Background: an optimization exercise with open tools, aiming at small area and a short achievable clock period. Do not read the settings as production practice. The RTL was checked by simulation tests, not by an equivalence proof against the original design. The flow treats the clock pin as an ideal source, which a real chip does not have. No activity file was given, so power comes from the tool's default toggle rates.

$ cat flow/run.sh
#!/bin/bash
# The standard ORFS layout with these changes:
# - the divider steps 3..16 go to synthesis as sky130 gate netlists, which
#   flow/gen_stage.py writes from design.v (it replaces the Stage module; the
#   registers and everything else stay as in the RTL);
# - synthesis: Yosys's full-adder extraction is off (ADDER_MAP_FILE empty),
#   and ABC maps the remaining logic for delay with flow/abc_speed.script;
# - clock tree: right after TritonCTS, its root buffer (which only drives the
#   two first-level buffers) is removed and each first-level buffer is split
#   in two, so the clock port drives four buffers (flow/rmroot.tcl).
# ORFS's scripts are copied here and only those points differ.
set -euo pipefail
rm -rf scripts_local
cp -r "$FLOW_HOME/scripts" scripts_local
cp flow/abc_speed.script scripts_local/abc_speed.script
cp flow/rmroot.tcl scripts_local/rmroot.tcl
python3 - <<'PY'
p = "scripts_local/cts.tcl"
s = open(p).read()
anchor = "log_cmd clock_tree_synthesis {*}$cts_args\n"
assert anchor in s
s = s.replace(anchor, anchor + "source $::env(SCRIPTS_DIR)/rmroot.tcl\nremove_clock_root\nsplit_clock_level1 4\n")
open(p, "w").write(s)
PY
python3 flow/gen_stage.py design.v > mapped.v 2> gen_stage.log
bash standard.sh ADDER_MAP_FILE= BUFFER_PORTS_ARGS="-buffer_cell sky130_fd_sc_hd__buf_1" SCRIPTS_DIR="$PWD/scripts_local" VERILOG_FILES="$PWD/mapped.v" finish > flow_make.log 2>&1
$ cat flow/abc_speed.script
strash
dch
map -D 900
topo
stime -c
buffer -c
upsize -c
dnsize -c
$ cat flow/gen_stage.py
#!/usr/bin/env python3
"""Write a gate-level version of the Stage module (sky130hd cells) for the
layout flow. Reads the design (design.v, all modules of the RTL), replaces its
Stage module with one whose steps J >= 3 are sky130 cell netlists, and prints
the result. Steps 1 and 2 keep the RTL's own description.

Each netlist computes what rtl/Stage.v computes: t = {r_in, s_in[15]} (the
r_in bits above J-1 are zero for J <= 8), q = t[8] | carry(t[7:0] + nd),
r_out = q ? t[7:0] + nd : t[7:0], s_out = {s_in[14:0], q}, where the carries
come from a Sklansky prefix tree, q from one AOI gate, and each remainder bit
as t ^ (q & (nd ^ c)).
"""
import re
import os
import sys

MAXFAN = int(os.environ.get('GEN_MAXFAN', '4'))


class Net:
    def __init__(self, b):
        self.b = b
        self.cells = []
        self.wires = []
        self.n = 0
        self.memo = {}

    def wire(self):
        self.n += 1
        w = f"n{self.n}"
        self.wires.append(w)
        return w

    def cell(self, typ, out, **pins):
        self.n += 1
        name = f"g{self.n}"
        self.cells.append([typ, name, dict(pins), out])

    def clone_loaded(self, maxfan):
        """Give each gate output with more than maxfan loads a copy of its
        gate, and move half of the loads to the copy."""
        done = False
        while not done:
            done = True
            loads = {}
            for c in self.cells:
                for pin, net in c[2].items():
                    loads.setdefault(net, []).append((c, pin))
            for c in list(self.cells):
                typ, name, pins, (opin, onet) = c
                ld = loads.get(onet, [])
                if len(ld) <= maxfan or typ.startswith("inv"):
                    continue
                w = self.wire()
                self.n += 1
                self.cells.append([typ, f"g{self.n}", dict(pins), (opin, w)])
                for cc, pin in ld[len(ld) // 2:]:
                    cc[2][pin] = w
                done = False
                break

    def text(self):
        out = []
        for typ, name, pins, o in self.cells:
            conns = ", ".join(f".{p}({v})" for p, v in list(pins.items()) + [o])
            out.append(f"sky130_fd_sc_hd__{typ} {name} ({conns});")
        return out

    def gate(self, typ, outpin, **pins):
        w = self.wire()
        self.cell(typ, (outpin, w), **pins)
        return w


class Step:
    """Signals are keyed by name; avail[name] maps polarity (True = true
    value) to a net."""

    def __init__(self, J):
        self.J = J
        self.m = min(J, 8)
        self.N = Net(J)
        self.avail = {}

    def t(self, i):
        return "s_in[15]" if i == 0 else f"r_in[{i - 1}]"

    def nd(self, i):
        return f"nd[{i}]"

    def get(self, key, pol):
        a = self.avail.setdefault(key, {})
        if pol in a:
            return a[pol]
        if key == ("p_hi",) or (key[0] == "p" and len(key) == 2 and key[1] >= self.m):
            # above the remainder's bits t is 0: the propagate is nd itself
            i = key[1]
            a[True] = self.nd(i)
            if pol in a:
                return a[pol]
            a[False] = self.N.gate("inv_1", "Y", A=self.nd(i))
            return a[False]
        if key[0] in "gp" and len(key) == 2:
            # bit generate / propagate straight from the flops
            kind, i = key
            if kind == "g":
                a[pol] = self.N.gate("and2_1" if pol else "nand2_1", "X" if pol else "Y",
                                     A=self.t(i), B=self.nd(i))
            else:
                a[pol] = self.N.gate("or2_1" if pol else "nor2_1", "X" if pol else "Y",
                                     A=self.t(i), B=self.nd(i))
            return a[pol]
        self.build(key)
        if pol in a:
            return a[pol]
        a[pol] = self.N.gate("inv_1", "Y", A=a[not pol])
        return a[pol]

    def has(self, key):
        return key in self.avail and self.avail[key]

    @staticmethod
    def split(i, j):
        h = (i ^ j).bit_length() - 1
        return (i >> h) << h

    def G(self, i, j):
        return ("G", i, j) if i != j else ("g", i)

    def P(self, i, j):
        return ("P", i, j) if i != j else ("p", i)

    def zero(self, key):
        """Generate terms made only of bits above the remainder's are 0."""
        if key[0] == "g":
            return key[1] >= self.m
        if key[0] == "G":
            return key[2] >= self.m
        return False

    def pref_pol(self, key):
        """The polarity a signal is (or will be) built in."""
        if len(key) == 2:
            if key[0] == "p" and key[1] >= self.m:
                return True
            return None
        if not self.has(key):
            self.build(key)
        a = self.avail[key]
        return next(iter(a))

    def build(self, key):
        kind, i, j = key
        mid = self.split(i, j)
        hi_g, hi_p, lo_g = self.G(i, mid), self.P(i, mid), self.G(mid - 1, j)
        if kind == "G" and self.zero(hi_g):
            lp = self.pref_pol(lo_g)
            if lp is None or lp is False:
                out = self.N.gate("nor2_1", "Y", A=self.get(hi_p, False), B=self.get(lo_g, False))
                self.avail.setdefault(key, {})[True] = out
            else:
                out = self.N.gate("nand2_1", "Y", A=self.get(hi_p, True), B=self.get(lo_g, True))
                self.avail.setdefault(key, {})[False] = out
            return
        if kind == "G":
            lp = self.pref_pol(lo_g)
            if lp is None:
                lp = False
            if lp is False:
                # inverted inputs: G = !((Ph' | Gl') & Gh')
                out = self.N.gate("o21ai_1", "Y", A1=self.get(hi_p, False),
                                  A2=self.get(lo_g, False), B1=self.get(hi_g, False))
                self.avail.setdefault(key, {})[True] = out
            else:
                out = self.N.gate("a21oi_1", "Y", A1=self.get(hi_p, True),
                                  A2=self.get(lo_g, True), B1=self.get(hi_g, True))
                self.avail.setdefault(key, {})[False] = out
        else:
            lo_p = self.P(mid - 1, j)
            lp = self.pref_pol(lo_p)
            hp = self.pref_pol(hi_p)
            pol = lp if lp is not None else (hp if hp is not None else False)
            if pol is False:
                out = self.N.gate("nor2_1", "Y", A=self.get(hi_p, False), B=self.get(lo_p, False))
                self.avail.setdefault(key, {})[True] = out
            else:
                out = self.N.gate("nand2_1", "Y", A=self.get(hi_p, True), B=self.get(lo_p, True))
                self.avail.setdefault(key, {})[False] = out

    def carry(self, i):
        """Carry into bit i of t[7:0] + nd (carry in 0), as a key."""
        return self.G(i - 1, 0)

    def emit(self):
        J, m, N = self.J, self.m, self.N
        # q
        if J >= 9:
            mid = self.split(7, 0)
            t8n = N.gate("inv_1", "Y", A="r_in[7]")
            q = N.gate("o211ai_2", "Y", A1=self.get(self.P(7, mid), False),
                       A2=self.get(self.G(mid - 1, 0), False),
                       B1=self.get(self.G(7, mid), False), C1=t8n)
        else:
            # J <= 8: the bits above t's are 0, so q = carry out of the
            # 8-bit prefix
            q = self.get(self.G(7, 0), True)
        lines = []
        # remainder bits: t ^ (q & (nd ^ c))
        for i in range(m):
            if i == 0:
                y = self.nd(0)
            else:
                c = self.carry(i)
                cp = self.pref_pol(c)
                if cp is None:
                    cp = False
                cn = self.get(c, cp)
                y = N.gate("xor2_1" if cp else "xnor2_1", "X" if cp else "Y", A=self.nd(i), B=cn)
            nn = N.gate("nand2_1", "Y", A=q, B=y)
            N.cell("xnor2_1", ("Y", f"r_out[{i}]"), A=self.t(i), B=nn)
        for i in range(m, 8):
            lines.append(f"assign r_out[{i}] = 1'b0;")
        lines.append(f"assign s_out = {{s_in[14:0], {q}}};")
        N.clone_loaded(MAXFAN)
        body = [f"wire {w};" for w in N.wires] + N.text() + lines
        return body


def stage_module(rtl_stage):
    out = ["module Stage(s_in, r_in, nd, s_out, r_out);",
           "parameter J = 9;",
           "input  [15:0] s_in;", "input  [7:0]  r_in;", "input  [7:0]  nd;",
           "output [15:0] s_out;", "output [7:0]  r_out;",
           "generate"]
    first = True
    for J in range(3, 17):
        out.append(f"{'if' if first else 'end else if'} (J == {J}) begin : j{J}")
        first = False
        out += ["  " + l for l in Step(J).emit()]
    out.append("end else begin : rtl")
    out.append(f"  Stage_rtl #(.J(J)) u (s_in, r_in, nd, s_out, r_out);")
    out.append("end")
    out.append("endgenerate")
    out.append("endmodule")
    rtl = re.sub(r"\bmodule\s+Stage\b", "module Stage_rtl", rtl_stage, count=1)
    return rtl + "\n" + "\n".join(out) + "\n"


def main():
    src = open(sys.argv[1]).read()
    m = re.search(r"\bmodule\s+Stage\b.*?\bendmodule\b", src, re.S)
    assert m, "no Stage module"
    rest = src[:m.start()] + src[m.end():]
    sys.stdout.write(rest + "\n" + stage_module(m.group(0)))


if __name__ == "__main__":
    main()
$ cat flow/rmroot.tcl
# remove the CTS root buffer: connect the clock port net straight to its loads
proc remove_clock_root {} {
  set block [ord::get_db_block]
  set cnet [$block findNet clock]
  set roots {}
  foreach it [$cnet getITerms] {
    set inst [$it getInst]
    if {[[$it getMTerm] getIoType] eq "INPUT"} { lappend roots $inst }
  }
  puts "clock port loads: [llength $roots]"
  foreach inst $roots {
    set onet ""
    foreach it [$inst getITerms] {
      if {[[$it getMTerm] getIoType] eq "OUTPUT"} { set onet [$it getNet] }
    }
    set sinks {}
    foreach it [$onet getITerms] {
      if {[[$it getMTerm] getIoType] eq "INPUT"} { lappend sinks $it }
    }
    puts "root [$inst getName] drives [llength $sinks]"
    foreach it $sinks { $it disconnect; $it connect $cnet }
    odb::dbInst_destroy $inst
    odb::dbNet_destroy $onet
  }
}

# split each buffer the clock port drives into two, each driving the half of
# its loads on one side, while the port drives at most max_loads pins
proc split_clock_level1 {max_loads} {
  set block [ord::get_db_block]
  set cnet [$block findNet clock]
  set bufs {}
  foreach it [$cnet getITerms] { lappend bufs [$it getInst] }
  set n [llength $bufs]
  foreach inst $bufs {
    if {$n >= $max_loads} { break }
    set master [$inst getMaster]
    set onet ""; set ain ""; set xout ""
    foreach it [$inst getITerms] {
      set io [[$it getMTerm] getIoType]
      if {$io eq "OUTPUT"} { set onet [$it getNet]; set xout [$it getMTerm] }
      if {$io eq "INPUT"} { set ain [$it getMTerm] }
    }
    set sinks {}
    foreach it [$onet getITerms] {
      if {[[$it getMTerm] getIoType] eq "INPUT"} {
        set bb [[$it getInst] getBBox]
        lappend sinks [list $it [expr {([$bb xMin]+[$bb xMax])/2}] [expr {([$bb yMin]+[$bb yMax])/2}]]
      }
    }
    if {[llength $sinks] < 2} { continue }
    set xs [lmap s $sinks {lindex $s 1}]; set ys [lmap s $sinks {lindex $s 2}]
    set dx [expr {[tcl::mathfunc::max {*}$xs] - [tcl::mathfunc::min {*}$xs]}]
    set dy [expr {[tcl::mathfunc::max {*}$ys] - [tcl::mathfunc::min {*}$ys]}]
    set k [expr {$dx >= $dy ? 1 : 2}]
    set sorted [lsort -integer -index $k $sinks]
    set h [expr {[llength $sorted] / 2}]
    set g1 [lrange $sorted 0 [expr {$h-1}]]
    set g2 [lrange $sorted $h end]
    set name "[$inst getName]_split"
    set ni [odb::dbInst_create $block $master $name]
    set nn [odb::dbNet_create $block "${name}_net"]
    $nn setSigType CLOCK
    [$ni findITerm [$ain getName]] connect $cnet
    [$ni findITerm [$xout getName]] connect $nn
    foreach s $g2 { set it [lindex $s 0]; $it disconnect; $it connect $nn }
    foreach {grp ii} [list $g1 $inst $g2 $ni] {
      set cx 0; set cy 0
      foreach s $grp { set cx [expr {$cx + [lindex $s 1]}]; set cy [expr {$cy + [lindex $s 2]}] }
      set cx [expr {$cx / [llength $grp]}]; set cy [expr {$cy / [llength $grp]}]
      $ii setLocation $cx $cy
      $ii setPlacementStatus PLACED
    }
    incr n
    puts "split [$inst getName]: [llength $g1] + [llength $g2]"
  }
}
$ cat standard.sh
#!/bin/bash
# synth_recipe.tcl (not shown) runs the flow's synth.tcl, then flattens the netlist and writes it again
# the make line also repeats each setting of config.mk as NAME=value (left out here)
make -C /OpenROAD-flow-scripts/flow DESIGN_CONFIG=/design/flow/config.mk WORK_HOME=/design/flow/orfs CLKGATE_MAP_FILE= SYNTH_SCRIPT=/design/flow/synth_recipe.tcl "${@:-finish}"
$ cat config.mk
export PLATFORM = sky130hd
export DESIGN_NAME = Divider
export DESIGN_NICKNAME = Divider
export VERILOG_FILES = /design/flow/design.v
export SDC_FILE = /design/flow/constraint.sdc
export NUM_CORES = 4
export LEC_CHECK = 0
export CAP_MARGIN = 20
export CORE_MARGIN = 2
export CORE_UTILIZATION = 60
export CTS_BUF_LIST = sky130_fd_sc_hd__clkbuf_16
export CTS_CLUSTER_DIAMETER = 100
export CTS_CLUSTER_SIZE = 30
export PLACE_DENSITY = 0.75
export SETUP_SLACK_MARGIN = 1.45
export SLEW_MARGIN = 20
$ cat constraint.sdc
create_clock -name core_clock -period 3.0 [get_ports {clock}]
set_input_delay 0.6000 -clock core_clock [delete_from_list [all_inputs] [get_ports {clock}]]
set_output_delay 0.6000 -clock core_clock [all_outputs]
set_load 0.01 [all_outputs]
$ cat design.v
module Register(s_in, r_in, d_in, s_out, r_out, d_out, clock);
parameter W = 8;
input  [15:0] s_in;
input  [7:0]  r_in;
input  [7:0]  d_in;
input         clock;
output reg [15:0] s_out;
output     [7:0]  r_out;
output reg [7:0]  d_out;
reg [W-1:0] r_q;
always @(posedge clock) begin
  s_out <= s_in;
  r_q   <= r_in[W-1:0];
  d_out <= d_in;
end
generate
  if (W < 8) begin : pad
    assign r_out = {{(8 - W){1'b0}}, r_q};
  end else begin : full
    assign r_out = r_q;
  end
endgenerate
endmodule
module Stage(s_in, r_in, nd, s_out, r_out);
parameter J = 9;
input  [15:0] s_in;
input  [7:0]  r_in;
input  [7:0]  nd;
output [15:0] s_out;
output [7:0]  r_out;
localparam WI = (J - 1 < 8) ? J - 1 : 8;
localparam WO = (J < 8) ? J : 8;
wire [7:0] rin_w = r_in & ((9'd1 << WI) - 9'd1);
wire [8:0] t     = {rin_w, s_in[15]};
wire [7:0] g0 = t[7:0] & nd;
wire [7:0] p0 = t[7:0] | nd;
wire [7:0] g1 = {g0[7] | p0[7] & g0[6], g0[6], g0[5] | p0[5] & g0[4], g0[4],
                 g0[3] | p0[3] & g0[2], g0[2], g0[1] | p0[1] & g0[0], g0[0]};
wire [7:0] p1 = {p0[7] & p0[6], p0[6], p0[5] & p0[4], p0[4],
                 p0[3] & p0[2], p0[2], p0[1] & p0[0], p0[0]};
wire [7:0] g2 = {g1[7] | p1[7] & g1[5], g1[6] | p1[6] & g1[5], g1[5], g1[4],
                 g1[3] | p1[3] & g1[1], g1[2] | p1[2] & g1[1], g1[1], g1[0]};
wire [7:0] p2 = {p1[7] & p1[5], p1[6] & p1[5], p1[5], p1[4],
                 p1[3] & p1[1], p1[2] & p1[1], p1[1], p1[0]};
wire [7:0] g3 = {g2[7:4] | p2[7:4] & {4{g2[3]}}, g2[3:0]};
wire [8:0] c  = {g3, 1'b0};
wire [7:0] x    = nd ^ c[7:0];
wire [7:0] sum  = t[7:0] ^ x;
wire       q    = t[8] | c[8];
wire [7:0] rn   = q ? sum : t[7:0];
assign s_out = {s_in[14:0], q};
assign r_out = rn & ((9'd1 << WO) - 9'd1);
endmodule
module Divider(divisor,dividend,quotient_final,remainder,clock);
input clock;
input [7:0] divisor;
input [15:0] dividend;
output [15:0] quotient_final;
output [22:0] remainder;
wire [15:0] s  [1:15];
wire [7:0]  r  [1:15];
wire [7:0]  d  [1:15];
wire [15:0] sn [1:15];
wire [7:0]  rn [1:15];
reg [15:0] s1;
reg [7:0]  d1;
always @(posedge clock) begin
  s1 <= dividend;
  d1 <= divisor;
end
assign s[1] = s1;
assign r[1] = 8'd0;
assign d[1] = 8'd0 - d1;
wire [15:0] sa;
wire [7:0]  ra;
Stage #(.J(1)) S1 (s[1], r[1], d[1], sa, ra);
Stage #(.J(2)) S2 (sa, ra, d[1], sn[1], rn[1]);
Register #(.W(2)) R2 (sn[1], rn[1], d[1], s[2], r[2], d[2], clock);
genvar k;
generate
  for (k = 2; k <= 14; k = k + 1) begin : st
    Stage #(.J(k + 1)) S (s[k], r[k], d[k], sn[k], rn[k]);
    Register #(.W((k + 1 < 8) ? k + 1 : 8)) R (sn[k], rn[k], d[k], s[k+1], r[k+1], d[k+1], clock);
  end
endgenerate
Stage #(.J(16)) S16 (s[15], r[15], d[15], sn[15], rn[15]);
wire z15 = (d[15] == 8'd0);
reg [15:0] qf;
reg [15:0] rf;
always @(posedge clock) begin
  qf <= sn[15] | {16{z15}};
  rf <= {sn[15][7:0] & {8{z15}}, rn[15]};
end
assign quotient_final = qf;
assign remainder = {7'd0, rf};
endmodule
==> impl_metrics.json, run 1 <==
{
  "drtIter0Drc": 374,
  "dpl.hpwl_um": 13700,
  "setup_violations": 0,
  "gp_congestion": 0.820,
  "path_class": "reg2reg",
  "die_area_mm2": 0.0253,
  "syn_inst": 1361,
  "placed_cell_area_mm2": 0.0150,
  "grt_pass1_vias": 7656,
  "regToRegStartpoint": "st[14].R.d_out[1]",
  "p_leak_nw": 6.73,
  "fin_cells": 1775,
  "syn_to_final_growth_pct": 12.7,
  "p_clk_frac": 0.197,
  "grt_overflow": 0,
  "ys_seq_elements": 483,
  "rrSetupSlack_ns": 1.45,
  "io_pins": 64,
  "synth_area_mm2": 0.0144,
  "grt_pass1_wl_um": 32700,
  "synth_area_leader_cell": "dfxtp_1",
  "start_util": 0.613,
  "crit_path_end_kind": "flop",
  "cts.sinks": 483,
  "drt-vias-per-instance": 4.74,
  "final.fill_count": 1706,
  "cp.arrival_ns": 1.81,
  "path_clk_slew_ns": 0.11,
  "power.switching_mw": 4.91,
  "die_x_um": 159,
  "cts_tree": "done",
  "insertion_delay_ns": 0.33,
  "cts_buffers": 20,
  "syn_avg_cell_area_um2": 10.6,
  "place.port_buffers": 56,
  "design_area_mm2": 0.0163,
  "rsz0062_at_grt": "yes",
  "hold_end": "st[12].R.s_out[3]",
  "synth.distinct_cells": 24,
  "p_seq_frac": 0.525,
  "power.internal_mw": 10.9,
  "vias": 8411,
  "final_net_count": 1481,
  "r2r-end": "rf[15]",
  "hold_path_class": "reg2reg",
  "seq_area_frac_synth": 0.670,
  "hold_buffers": 0,
  "drt_pre_antenna_iters": 4,
  "wl_um": 20700,
  "antenna_left": 0,
  "die_h_um": 159,
  "relSlewSlack": 0.559,
  "yosysWarnings": 8,
  "holdCritStartpoint": "st[11].R.s_out[2]",
  "ir_worst_vdd_mv": 0.683,
  "cp_cell_sequence": "nor4_2 -> nand2_2 -> nor2_1",
  "grt_usage": 0.154,
  "final_layout_size_suffix_gt1_frac": 0.142,
  "dp_cells": 1733,
  "period_share": 0.516,
  "critical_path_required_ns": 3.26,
  "fin_tns_setup_ns": 0,
  "synth.top_cell.area_share": 0.670,
  "p_per_area_mw_per_mm2": 973,
  "yosys-top-cells-area": "dfxtp_1 (67%), xnor2_1 (8.3%), nand2_1 (6.4%)",
  "wire_per_inst_um": 11.7,
  "critPathTopFamily": "simple AND/OR/NAND/NOR gates",
  "crit_buf_inv": 0,
  "startpoint_type": "flop",
  "post-route-drc-count": 0,
  "status": "finished clean",
  "path_max_fanout": 12,
  "drv_slew": 0,
  "skew_ns": 0.0332,
  "rr_worst_depth": 3,
  "p_comb_frac": 0.277,
  "num_antenna_cells": 0,
  "clock.fmax_mhz": 646,
  "worst_pin_slew_ns": 0.656,
  "crit_path_top_delay_cell": "nor4_2",
  "swShare": 0.310,
  "core_mm2": 0.0235,
  "hold_viol": 0,
  "grt_antenna_before_repair": 0,
  "fp-row-count": 56,
  "min_period_ns": 1.55,
  "max-cap-violations": 0,
  "grt_max_degree": 31,
  "hold_depth": 0,
  "critPathMaxStageDelay_ns": 0.62
}
[power groups by stage]
stage	Combinational [mW]	Sequential, mW	Clock (mW)
after floorplan	3.15	8.31	0
after global placement	3.70	8.39	0
after detailed placement	3.84	8.43	0
after CTS	4.01	8.28	3.21
after global routing	4.86	8.47	3.45
final	4.40	8.32	3.12
[how the worst max path moves through the flow]
stage | depth (start not counted) | to | slack, ns | from
floorplan | 7 | rf[6] | 1.62 | st[14].R.d_out[1]
global placement | 6 | st[8].R.r_q[2] | 1.34 | st[7].R.d_out[0]
detailed placement | 6 | st[8].R.r_q[0] | 1.31 | st[7].R.d_out[0]
CTS | 7 | st[11].R.r_q[7] | 1.41 | st[10].R.d_out[1]
global route | 3 | rf[12] | 1.36 | st[14].R.d_out[1]
finish | 3 | rf[15] | 1.45 | st[14].R.d_out[1]
[synth_stat cells, drive strengths merged]
master,count
dfxtp,483
nand2,249
nor2,149
xnor2,137
o21ai,95
inv,60
a21oi,58
xor2,47
or2,25
and2,23
o211ai,17
buf,7
clkbuf,2
nor3,2
nor4,2
a21boi,1
conb,1
nand3,1
nand4,1
o31ai,1
[area by class of cell, without the clock buffers]
| cell class | instances | area, um2 | area share |
|---|---|---|---|
| flip-flops and latches | 483 | 9730 | 0.598 |
| multi-input cells | 816 | 4990 | 0.307 |
| well taps | 319 | 399 | 0.0245 |
| repair buffers | 74 | 345 | 0.0212 |
| inverters | 60 | 225 | 0.0138 |
| plain buffers | 2 | 50.0 | 0.00308 |
| clock inverters | 1 | 30.0 | 0.00185 |
[sequential cells by signal, indices dropped and copies added, names as in the netlist]
name and cells:
d1 8, R2.r_q 2, st.R.s_out 208, st.R.r_q 89, st.R.d_out 104, s1 16, R2.s_out 16, R2.d_out 8
qf 16, rf 16
[cells by family after synthesis]
kind of cell    synth area share
compound gates            0.0697
xor+xnor                   0.112
buf+inv                   0.0198
flops                      0.670
other cells             0.000260
simple gates               0.129
[cell usage in the layout, fill, tap and decap left out, types with 2 or more instances in the layout]
cell type  instances
clkbuf_16         22
nor4_2             2
nor2_2            20
nand2_1          238
and2_1            23
conb_1             7
a21oi_1           33
o21ai_4           12
buf_1             56
xor2_1            47
or2_1             25
o211ai_2          14
dfxtp_2           49
dfxtp_1          434
o21ai_1           62
nor2_1           125
inv_1             60
a21oi_2           20
xnor2_1          136
buf_4             18
o211ai_4           2
a21oi_4            5
nor2_4             4
o21ai_2           21
nand2_2           12
[metrics by stage]
step	total power, mW	hold slack, ns	setup WS, ns	util
3_3_place_gp	12.1	0.309	1.34	0.638
6_report	15.8	0.307	1.45	0.691
3_5_place_dp	12.3	0.312	1.31	0.638
4_1_cts	15.5	0.315	1.41	0.669
5_1_grt	16.8	0.318	1.36	0.691
2_1_floorplan	11.5	0.310	1.62	-
[layer usage]
metal / up-vias / wire length, um / global-route usage
met4: 0 / 748 / 0.0715
li1: 4435 / - / -
met5: - / 0 / 0
met2: 138 / 11300 / 0.308
met1: 3791 / 8050 / 0.154
met3: 47 / 656 / 0.0266
[what timing repair did]
item | CTS | global route
endpoints found under the setup margin | 112 | 120
gates resized for setup | 28 | 137
gates cloned | 0 | 1
buffers inserted | 6 | 12
pin swaps | 9 | 31
==> inputs of run 2 (changes only) <==
--- a/design.v
+++ b/design.v
@@ -68,3 +68,3 @@
   s1 <= dividend;
-  d1 <= divisor;
+  d1 <= 8'd0 - divisor;
 end
@@ -72,3 +72,3 @@
 assign r[1] = 8'd0;
-assign d[1] = 8'd0 - d1;
+assign d[1] = d1;
 wire [15:0] sa;
--- a/flow/run.sh
+++ b/flow/run.sh
@@ -25,2 +25,2 @@
 python3 flow/gen_stage.py design.v > mapped.v 2> gen_stage.log
-bash standard.sh ADDER_MAP_FILE= BUFFER_PORTS_ARGS="-buffer_cell sky130_fd_sc_hd__buf_1" SCRIPTS_DIR="$PWD/scripts_local" VERILOG_FILES="$PWD/mapped.v" finish > flow_make.log 2>&1
+bash standard.sh ADDER_MAP_FILE= SCRIPTS_DIR="$PWD/scripts_local" VERILOG_FILES="$PWD/mapped.v" finish > flow_make.log 2>&1
--- a/flow/gen_stage.py
+++ b/flow/gen_stage.py
@@ -16,3 +16,4 @@
 
-MAXFAN = int(os.environ.get('GEN_MAXFAN', '4'))
+MUXFROM = int(os.environ.get('GEN_MUXFROM', '4'))
+QDUP = int(os.environ.get('GEN_QDUP', '6'))
 
@@ -36,33 +37,4 @@
         name = f"g{self.n}"
-        self.cells.append([typ, name, dict(pins), out])
-
-    def clone_loaded(self, maxfan):
-        """Give each gate output with more than maxfan loads a copy of its
-        gate, and move half of the loads to the copy."""
-        done = False
-        while not done:
-            done = True
-            loads = {}
-            for c in self.cells:
-                for pin, net in c[2].items():
-                    loads.setdefault(net, []).append((c, pin))
-            for c in list(self.cells):
-                typ, name, pins, (opin, onet) = c
-                ld = loads.get(onet, [])
-                if len(ld) <= maxfan or typ.startswith("inv"):
-                    continue
-                w = self.wire()
-                self.n += 1
-                self.cells.append([typ, f"g{self.n}", dict(pins), (opin, w)])
-                for cc, pin in ld[len(ld) // 2:]:
-                    cc[2][pin] = w
-                done = False
-                break
-
-    def text(self):
-        out = []
-        for typ, name, pins, o in self.cells:
-            conns = ", ".join(f".{p}({v})" for p, v in list(pins.items()) + [o])
-            out.append(f"sky130_fd_sc_hd__{typ} {name} ({conns});")
-        return out
+        conns = ", ".join(f".{p}({v})" for p, v in list(pins.items()) + [out])
+        self.cells.append(f"sky130_fd_sc_hd__{typ} {name} ({conns});")
 
@@ -94,10 +66,2 @@
             return a[pol]
-        if key == ("p_hi",) or (key[0] == "p" and len(key) == 2 and key[1] >= self.m):
-            # above the remainder's bits t is 0: the propagate is nd itself
-            i = key[1]
-            a[True] = self.nd(i)
-            if pol in a:
-                return a[pol]
-            a[False] = self.N.gate("inv_1", "Y", A=self.nd(i))
-            return a[False]
         if key[0] in "gp" and len(key) == 2:
@@ -132,10 +96,2 @@
 
-    def zero(self, key):
-        """Generate terms made only of bits above the remainder's are 0."""
-        if key[0] == "g":
-            return key[1] >= self.m
-        if key[0] == "G":
-            return key[2] >= self.m
-        return False
-
     def pref_pol(self, key):
@@ -143,4 +99,2 @@
         if len(key) == 2:
-            if key[0] == "p" and key[1] >= self.m:
-                return True
             return None
@@ -155,11 +109,2 @@
         hi_g, hi_p, lo_g = self.G(i, mid), self.P(i, mid), self.G(mid - 1, j)
-        if kind == "G" and self.zero(hi_g):
-            lp = self.pref_pol(lo_g)
-            if lp is None or lp is False:
-                out = self.N.gate("nor2_1", "Y", A=self.get(hi_p, False), B=self.get(lo_g, False))
-                self.avail.setdefault(key, {})[True] = out
-            else:
-                out = self.N.gate("nand2_1", "Y", A=self.get(hi_p, True), B=self.get(lo_g, True))
-                self.avail.setdefault(key, {})[False] = out
-            return
         if kind == "G":
@@ -195,27 +140,55 @@
         J, m, N = self.J, self.m, self.N
-        # q
+        # q, in two copies for the wide steps: one for the low remainder bits
+        # and the shift register, one for the high remainder bits
+        def make_q():
+            if J >= 9:
+                mid = self.split(7, 0)
+                return N.gate("o211ai_2", "Y", A1=self.get(self.P(7, mid), False),
+                              A2=self.get(self.G(mid - 1, 0), False),
+                              B1=self.get(self.G(7, mid), False), C1=t8n)
+            if m == 8:
+                mid = self.split(7, 0)
+                return N.gate("o21ai_2", "Y", A1=self.get(self.P(7, mid), False),
+                              A2=self.get(self.G(mid - 1, 0), False),
+                              B1=self.get(self.G(7, mid), False))
+            return N.gate("nor2_2", "Y", A=upn, B=self.get(self.G(m - 1, 0), False))
+        t8n = upn = None
         if J >= 9:
-            mid = self.split(7, 0)
             t8n = N.gate("inv_1", "Y", A="r_in[7]")
-            q = N.gate("o211ai_2", "Y", A1=self.get(self.P(7, mid), False),
-                       A2=self.get(self.G(mid - 1, 0), False),
-                       B1=self.get(self.G(7, mid), False), C1=t8n)
-        else:
-            # J <= 8: the bits above t's are 0, so q = carry out of the
-            # 8-bit prefix
-            q = self.get(self.G(7, 0), True)
+        elif m < 8:
+            ups = [self.nd(i) for i in range(m, 8)]
+            if len(ups) == 1:
+                upn = N.gate("inv_1", "Y", A=ups[0])
+            elif len(ups) <= 4:
+                typ = {2: "nand2_1", 3: "nand3_1", 4: "nand4_1"}[len(ups)]
+                upn = N.gate(typ, "Y", **dict(zip("ABCD", ups)))
+            else:
+                a = N.gate("and3_1", "X", A=ups[0], B=ups[1], C=ups[2])
+                rest = [a] + ups[3:]
+                typ = {2: "nand2_1", 3: "nand3_1", 4: "nand4_1"}[len(rest)]
+                upn = N.gate(typ, "Y", **dict(zip("ABCD", rest)))
+        q = make_q()
+        qhi = make_q() if m >= QDUP else q
         lines = []
-        # remainder bits: t ^ (q & (nd ^ c))
+        # remainder bits: t ^ (q & (nd ^ c)) where the carry comes early,
+        # q ? t ^ nd ^ c : t where it comes late
         for i in range(m):
+            qq = q if i < 4 else qhi
             if i == 0:
-                y = self.nd(0)
-            else:
-                c = self.carry(i)
-                cp = self.pref_pol(c)
-                if cp is None:
-                    cp = False
-                cn = self.get(c, cp)
+                nn = N.gate("nand2_1", "Y", A=qq, B=self.nd(0))
+                N.cell("xnor2_1", ("Y", f"r_out[{i}]"), A=self.t(i), B=nn)
+                continue
+            c = self.carry(i)
+            cp = self.pref_pol(c)
+            if cp is None:
+                cp = False
+            cn = self.get(c, cp)
+            if i >= MUXFROM:
+                x = N.gate("xor2_1", "X", A=self.t(i), B=self.nd(i))
+                sm = N.gate("xor2_1" if cp else "xnor2_1", "X" if cp else "Y", A=x, B=cn)
+                N.cell("mux2_1", ("X", f"r_out[{i}]"), A0=self.t(i), A1=sm, S=qq)
+            else:
                 y = N.gate("xor2_1" if cp else "xnor2_1", "X" if cp else "Y", A=self.nd(i), B=cn)
-            nn = N.gate("nand2_1", "Y", A=q, B=y)
-            N.cell("xnor2_1", ("Y", f"r_out[{i}]"), A=self.t(i), B=nn)
+                nn = N.gate("nand2_1", "Y", A=qq, B=y)
+                N.cell("xnor2_1", ("Y", f"r_out[{i}]"), A=self.t(i), B=nn)
         for i in range(m, 8):
@@ -223,4 +196,3 @@
         lines.append(f"assign s_out = {{s_in[14:0], {q}}};")
-        N.clone_loaded(MAXFAN)
-        body = [f"wire {w};" for w in N.wires] + N.text() + lines
+        body = [f"wire {w};" for w in N.wires] + N.cells + lines
         return body
--- a/config.mk
+++ b/config.mk
@@ -9,3 +9,3 @@
 export CORE_MARGIN = 2
-export CORE_UTILIZATION = 60
+export CORE_UTILIZATION = 40
 export CTS_BUF_LIST = sky130_fd_sc_hd__clkbuf_16
@@ -13,4 +13,3 @@
 export CTS_CLUSTER_SIZE = 30
-export PLACE_DENSITY = 0.75
-export SETUP_SLACK_MARGIN = 1.45
+export SETUP_SLACK_MARGIN = 1.5
 export SLEW_MARGIN = 20
==> run 2 against run 1 <==
  * Still clean
  * Power grew 11%
  * Global-route usage decreased by 4.9 points
  * Via count rose by 1.9%
  * Core utilization down 19 points
  * Cell count grew 9.6%
  * Critical path depth increased by 3
  * Worst setup slack worse by 0.035 ns
  * Sequential share of layout area decreased by 5.4 points
  * Combinational power is 35% higher
  * Synthesized cell count decreased by 2.4%
  * Flip-flop and latch count unchanged
  * Largest cell class unchanged
==> impl_metrics.json, run 2 <==
{
  "clock.fmax_mhz": 632,
  "startpoint_type": "flop",
  "critical_path_required_ns": 3.24,
  "gp_congestion": 0.752,
  "synth.top_cells.by_count": "dfxtp_1 (483), nand2_1 (190), nor2_1 (136)",
  "cts.sinks": 483,
  "min_period_ns": 1.58,
  "cp.arrival_ns": 1.82,
  "antenna_left": 0,
  "layout_commonest_cell": "dfxtp_1",
  "syn_to_final_growth_pct": 25.3,
  "total_power_mw": 17.6,
  "drt_pre_antenna_iters": 4,
  "drt-vias-per-instance": 4.40,
  "grt_max_degree": 31,
  "post-route-drc-count": 0,
  "design_area_mm2": 0.0184,
  "p_comb_frac": 0.336,
  "power.internal_mw": 12.2,
  "wl_um": 21000,
  "r2r-end": "st[9].R.r_q[7]",
  "rsz0062_at_grt": "yes",
  "final_net_count": 1501,
  "place_ws_ns": 0.814,
  "wl_met3_um": 724,
  "power.switching_mw": 5.47,
  "syn_inst": 1329,
  "p_per_area_mw_per_mm2": 960,
  "p_leak_nw": 7.57,
  "setup_violations": 0,
  "period_share": 0.527,
  "die_x_um": 195,
  "cts_tree": "done",
  "top_layer": "met4",
  "final_layout_size_suffix_gt1_frac": 0.384,
  "path_class": "reg2reg",
  "hold_buffers": 0,
  "grt_usage": 0.105,
  "final_util": 0.505,
  "worstSetupEndpoint": "st[9].R.r_q[7]",
  "p_clk_frac": 0.179,
  "seq_area_frac_synth": 0.660,
  "hold_viol": 0,
  "rrSetupSlack_ns": 1.42,
  "top_register": "st.R.s_out",
  "syn_avg_cell_area_um2": 11.0,
  "p_seq_frac": 0.484,
  "mostFrequentLayoutCells": "dfxtp_1 (312), nand2_1 (149), dfxtp_2 (132), xnor2_1 (94), xor2_1 (93)",
  "wire_per_inst_um": 10.8,
  "fin_tns_setup_ns": 0,
  "startpoint": "st[8].R.r_q[0]",
  "drtIter0Drc": 194,
  "io_pins": 64,
  "synth.top_cell.area_share": 0.660,
  "core_mm2": 0.0363,
  "reg_top3": "st.R.s_out: 208 flops, st.R.d_out: 104 flops, st.R.r_q: 89 flops",
  "largest_register_ff_count": 208,
  "dpl.hpwl_um": 13100,
  "placed_cell_area_mm2": 0.0158,
  "synth.most_common_cell": "dfxtp_1",
  "ys_seq_elements": 483,
  "die_h_um": 195,
  "synth.distinct_cells": 29,
  "synth_area_leader_cell": "dfxtp_1",
  "path_clk_slew_ns": 0.11,
  "wl_met2_um": 12100,
  "synth-edff-count": 0,
  "grt_pass1_wl_um": 33700,
  "place.port_buffers": 56,
  "crit_path_end_kind": "flop",
  "skew_ns": 0.0183,
  "dp_cells": 1850,
  "grt_pass1_vias": 8049,
  "insertion_delay_ns": 0.35,
  "swShare": 0.310,
  "cts_buffers": 20,
  "grt_antenna_before_repair": 0,
  "yosys-top-cells-area": "dfxtp_1 (66%), xnor2_1 (5.6%), xor2_1 (5.6%)",
  "holdCritStartpoint": "st[4].R.s_out[14]",
  "path_max_fanout": 6,
  "postLayoutSetupSlackWorst_ns": 1.42,
  "fp-row-count": 70,
  "hold_path_class": "reg2reg",
  "start_util": 0.403,
  "wl_met1_um": 7430,
  "async_flop_share": 0,
  "final.fill_count": 3173,
  "max-cap-violations": 0,
  "rr_worst_depth": 6,
  "ir_worst_vdd_mv": 0.337,
  "vias": 8572,
  "status": "finished clean",
  "hold_depth": 0,
  "num_antenna_cells": 0,
  "dominantRegCellSynth": "dfxtp_1",
  "synth_area_mm2": 0.0147,
  "fin_cells": 1946,
  "whs_ns": 0.318,
  "drv_slew": 0,
  "die_area_mm2": 0.0382,
  "yosysWarnings": 8,
  "grt_overflow": 0,
  "regToRegStartpoint": "st[8].R.r_q[0]"
}
## run 2: changes by cell type in the layout (fill, tap and decap cells not counted), moves of 46 or more
cell / previous run / this run
nor2_1: 125 / 71
xor2_1: 47 / 93
nand2_1: 238 / 149
dfxtp_2: 49 / 132
dfxtp_1: 434 / 312
buf_1: 56 / 0
## run 2: how the worst min path moves through the flow
stage / slack [ns] / end
6_report: 0.32 / st[5].R.s_out[15]
5_1_grt: 0.33 / st[5].R.s_out[2]
4_1_cts: 0.32 / st[6].R.s_out[2]
3_5_place_dp: 0.31 / st[10].R.s_out[13]
3_3_place_gp: 0.31 / st[14].R.s_out[2]
2_1_floorplan: 0.31 / R2.s_out[10]
## run 2: what timing repair did
item / in CTS / in global routing
buffers inserted: 41 / 29
setup endpoints to repair: 150 / 154
gates resized for setup: 359 / 285
gates cloned: 0 / 1
pin swaps: 66 / 104
## run 2: cells by family (layout without fill, tap and decap cells)
kind of cell	Yosys count	count (layout)	share of synthesized area
AND/OR/NAND/NOR	397	398	0.115
multiplexers	43	43	0.0333
other	1	7	0.000256
XOR/XNOR	187	187	0.112
AO/OA/AOI/OAI	156	156	0.0625
buffers and inverters	62	204	0.0177
flip-flops	483	483	0.660
## run 2: worst max-delay path: stages (launching register included)
cell and delay [ns]:
dfxtp_4 0.38, nor2_4 0.13, o21ai_4 0.09, a21oi_4 0.34, o21ai_2 0.13, xor2_1 0.15
mux2_4 0.25
## run 2: layout make-up, without the clock buffers
cell class              instances  area [um2]  area share
flip-flops and latches        483        9980       0.544
clock inverters                 4        51.3     0.00279
well taps                     468         586      0.0319
multi-input cells             791        6050       0.330
repair buffers                126         961      0.0523
plain buffers                   2        50.0     0.00273
inverters                      53         199      0.0108
## run 2: metal layers
layer  global-route usage  up-vias
li1                     -     4489
met1               0.0959     3959
met2                0.219       81
met3               0.0240       43
met4               0.0418        0
met5                    0        -
## run 2: power groups by stage
| stage | sequential, mW | clock [mW] | combinational (mW) |
|---|---|---|---|
| final | 8.54 | 3.16 | 5.93 |
| after global routing | 8.70 | 3.53 | 6.48 |
| after CTS | 8.37 | 3.33 | 5.16 |
| after detailed placement | 8.41 | 0 | 4.11 |
| after global placement | 8.38 | 0 | 4.00 |
| after floorplan | 8.32 | 0 | 3.26 |
==> inputs of run 3 (changes only) <==
--- a/flow/gen_stage.py
+++ b/flow/gen_stage.py
@@ -16,3 +16,3 @@
 
-MUXFROM = int(os.environ.get('GEN_MUXFROM', '4'))
+MUXFROM = int(os.environ.get('GEN_MUXFROM', '8'))
 QDUP = int(os.environ.get('GEN_QDUP', '6'))
==> run 3 against run 2 <==
  * Synthesized area down 2.2%
  * Clock power barely moved
  * Critical path depth stayed put
  * Register-to-register slack improved by 0.11 ns
  * Critical path type unchanged
  * Via count fell by 3.8%
  * Worst setup slack gained 0.11 ns
  * Worst hold slack got worse by 0.00056 ns
  * Critical endpoint is now rf[0]
  * Clock skew rose by 0.0066 ns
==> impl_metrics.json, run 3 <==
{
  "hold_path_class": "reg2reg",
  "place.port_buffers": 56,
  "met2_usage": 0.206,
  "wire_per_inst_um": 10.2,
  "synth.top_cell.area_share": 0.674,
  "hold_buffers": 0,
  "design_area_mm2": 0.0172,
  "drtIter0Drc": 186,
  "rsz0062_at_grt": "yes",
  "reg_top3": "st.R.s_out: 208 flops, st.R.d_out: 104 flops, st.R.r_q: 89 flops",
  "crit_path_end_kind": "flop",
  "grt_max_degree": 31,
  "synth_area_leader_cell": "dfxtp_1",
  "path_class": "reg2reg",
  "grt_pass1_wl_um": 31400,
  "top_register": "st.R.s_out",
  "top_usage_layer": "met2",
  "synth-edff-count": 0,
  "num_antenna_cells": 0,
  "final_net_count": 1473,
  "dp_cells": 1843,
  "syn_inst": 1329,
  "period_share": 0.492,
  "syn_avg_cell_area_um2": 10.8,
  "startpoint_type": "flop",
  "die_x_um": 193,
  "p_leak_nw": 7.04,
  "p_per_area_mw_per_mm2": 943,
  "synth.distinct_cells": 28,
  "die_area_mm2": 0.0374,
  "vias": 8249,
  "relSlewSlack": 0.644,
  "layout_commonest_cell": "dfxtp_1",
  "status": "finished clean",
  "wl_um": 19500,
  "grt_usage": 0.0993,
  "path_clk_slew_ns": 0.11,
  "worst_pin_slew_ns": 0.530,
  "regToRegStartpoint": "st[14].R.d_out[0]",
  "synth.most_common_cell": "dfxtp_1",
  "drt_pre_antenna_iters": 4,
  "post-route-drc-count": 0,
  "multi_input_area_mm2": 0.00530,
  "insertion_delay_ns": 0.34,
  "synth.top_cells.by_count": "dfxtp_1 (483), nand2_1 (232), nor2_1 (136), xnor2_1 (136), o21ai_1 (90)",
  "use_met1": 0.0907,
  "startpoint": "st[14].R.d_out[0]",
  "critical_path_required_ns": 3.24,
  "final.fill_count": 3174,
  "grt_antenna_before_repair": 0,
  "start_util": 0.405,
  "placed_cell_area_mm2": 0.0155,
  "clock.fmax_mhz": 677,
  "cp.arrival_ns": 1.72,
  "path_max_fanout": 6,
  "final_layout_size_suffix_gt1_frac": 0.272,
  "rrSetupSlack_ns": 1.52,
  "fin_tns_setup_ns": 0,
  "cts_tree": "done",
  "min_period_ns": 1.48,
  "setup_violations": 0,
  "core_mm2": 0.0354,
  "fin_cells": 1911,
  "grt_pass1_vias": 7478,
  "syn_to_final_growth_pct": 20.1,
  "async_flop_share": 0,
  "die_h_um": 193,
  "max-cap-violations": 0,
  "cts.sinks": 483,
  "dpl.hpwl_um": 12400,
  "holdCritStartpoint": "st[4].R.s_out[7]",
  "dominantRegCellSynth": "dfxtp_1",
  "grt_util_met3": 0.0260,
  "drt-vias-per-instance": 4.32,
  "io_pins": 64,
  "ir_worst_vdd_mv": 0.658,
  "antenna_left": 0,
  "synth_area_mm2": 0.0143,
  "yosys-top-cells-area": "dfxtp_1 (67%), xnor2_1 (8.3%), nand2_1 (6.1%)",
  "worstSetupEndpoint": "rf[0]",
  "seq_area_frac_synth": 0.674,
  "fp-row-count": 69,
  "r2r-end": "rf[0]",
  "ys_seq_elements": 483,
  "seq_area_mm2": 0.00984,
  "drv_slew": 0,
  "skew_ns": 0.0249,
  "yosysWarnings": 8,
  "rr_worst_depth": 6,
  "mostFrequentLayoutCells": "dfxtp_1 (365), nand2_1 (199), xnor2_1 (135), dfxtp_2 (108), nor2_1 (96)",
  "cts_buffers": 20,
  "gp_congestion": 0.758,
  "hold_viol": 0,
  "largest_register_ff_count": 208,
  "grt_overflow": 0
}
run 3: power by group:
group	leakage [nW]	switching, mW	internal (mW)	total, mW
combinational	2.70	2.49	2.25	4.74
clock	0.291	1.80	1.36	3.16
sequential	4.05	0.744	7.60	8.35
total	7.04	5.03	11.2	16.2
run 3: final cells by class, without the clock buffers:
type | count | area share
multi-input combinational | 791 | 0.308
buffer | 2 | 0.00291
clock inverter | 3 | 0.00211
inverter | 53 | 0.0116
sequential | 483 | 0.572
tap | 461 | 0.0335
timing repair buffer | 98 | 0.0413
run 3: per-layer routing:
metal / wire [um] / up-vias
met4: 580 / 0
met1: 7060 / 3749
li1: - / 4375
met5: 0 / -
met2: 11200 / 81
met3: 740 / 44
run 3: kinds of logic after synthesis:
family | count (synthesis) | share of synthesized area
compound gates | 156 | 0.0639
xor+xnor | 187 | 0.114
buf+inv | 62 | 0.0181
flops | 483 | 0.674
mux | 1 | 0.00105
other cells | 1 | 0.000262
simple gates | 439 | 0.128
run 3: worst min-delay path by stage:
stage,endpoint,slack [ns],cells past startpoint
after floorplan,R2.s_out[10],0.31,0
after global placement,st[7].R.s_out[8],0.31,0
after detailed placement,st[11].R.s_out[10],0.31,0
after CTS,st[7].R.s_out[2],0.32,0
after global routing,st[7].R.s_out[2],0.32,0
final,st[5].R.s_out[8],0.32,0
run 3: what timing repair did:
item                                    in CTS  in global routing
endpoints found under the setup margin     157                116
pin swaps                                   16                 70
resized for setup                          196                269
setup buffers                                6                 36
gates cloned                                 1                  0
run 3: critical path, stage by stage (launching register included):
cell,delay [ns]
dfxtp_4,0.40
nand2_4,0.06
o21ai_4,0.20
a21oi_4,0.12
o211ai_4,0.32
nand2_2,0.12
xnor2_2,0.15
run 3: per-stage QoR:
stage	power (mW)	worst slack [ns]	hold WS [ns]	utilization
3_3_place_gp	12.1	0.816	0.310	0.437
4_1_cts	15.8	1.46	0.320	0.463
3_5_place_dp	12.2	0.802	0.312	0.437
5_1_grt	17.3	1.42	0.322	0.486
2_1_floorplan	11.4	1.34	0.310	-
6_report	16.2	1.52	0.317	0.486

[what the ideal ports hide]
No port has a modelled driver above. Below, the same layouts with a new extraction and two added sets of constraints. Step 1 assumes that a clkbuf_16 drives the clock port and a buf_2 every other input. Step 2, shift: input delay + t, output delay - t, t = (earliest + latest rising clock arrival at the registers) / 2. This alone moves slack from input paths to output paths. Slacks: ideal / step 1 / step 2; pairs: ideal / step 1.
run	t, ns	setup slack, ns	worst setup path after step 2	latest minus earliest clock arrival (ns)	slew at the worst register clock pin (ns)
run 1	0.420	1.453 / 1.453 / 1.453	register to register	0.056 / 0.056	0.11 / 0.11
run 2	0.442	1.418 / 1.418 / 1.219	input to register	0.025 / 0.025	0.11 / 0.11
run 3	0.430	1.524 / 1.500 / 1.206	input to register	0.027 / 0.027	0.11 / 0.11
After both steps every run listed still meets setup and hold. The setup slack of run 3, which loses most, moves by -0.024 ns with the drivers and by -0.318 ns with both steps.
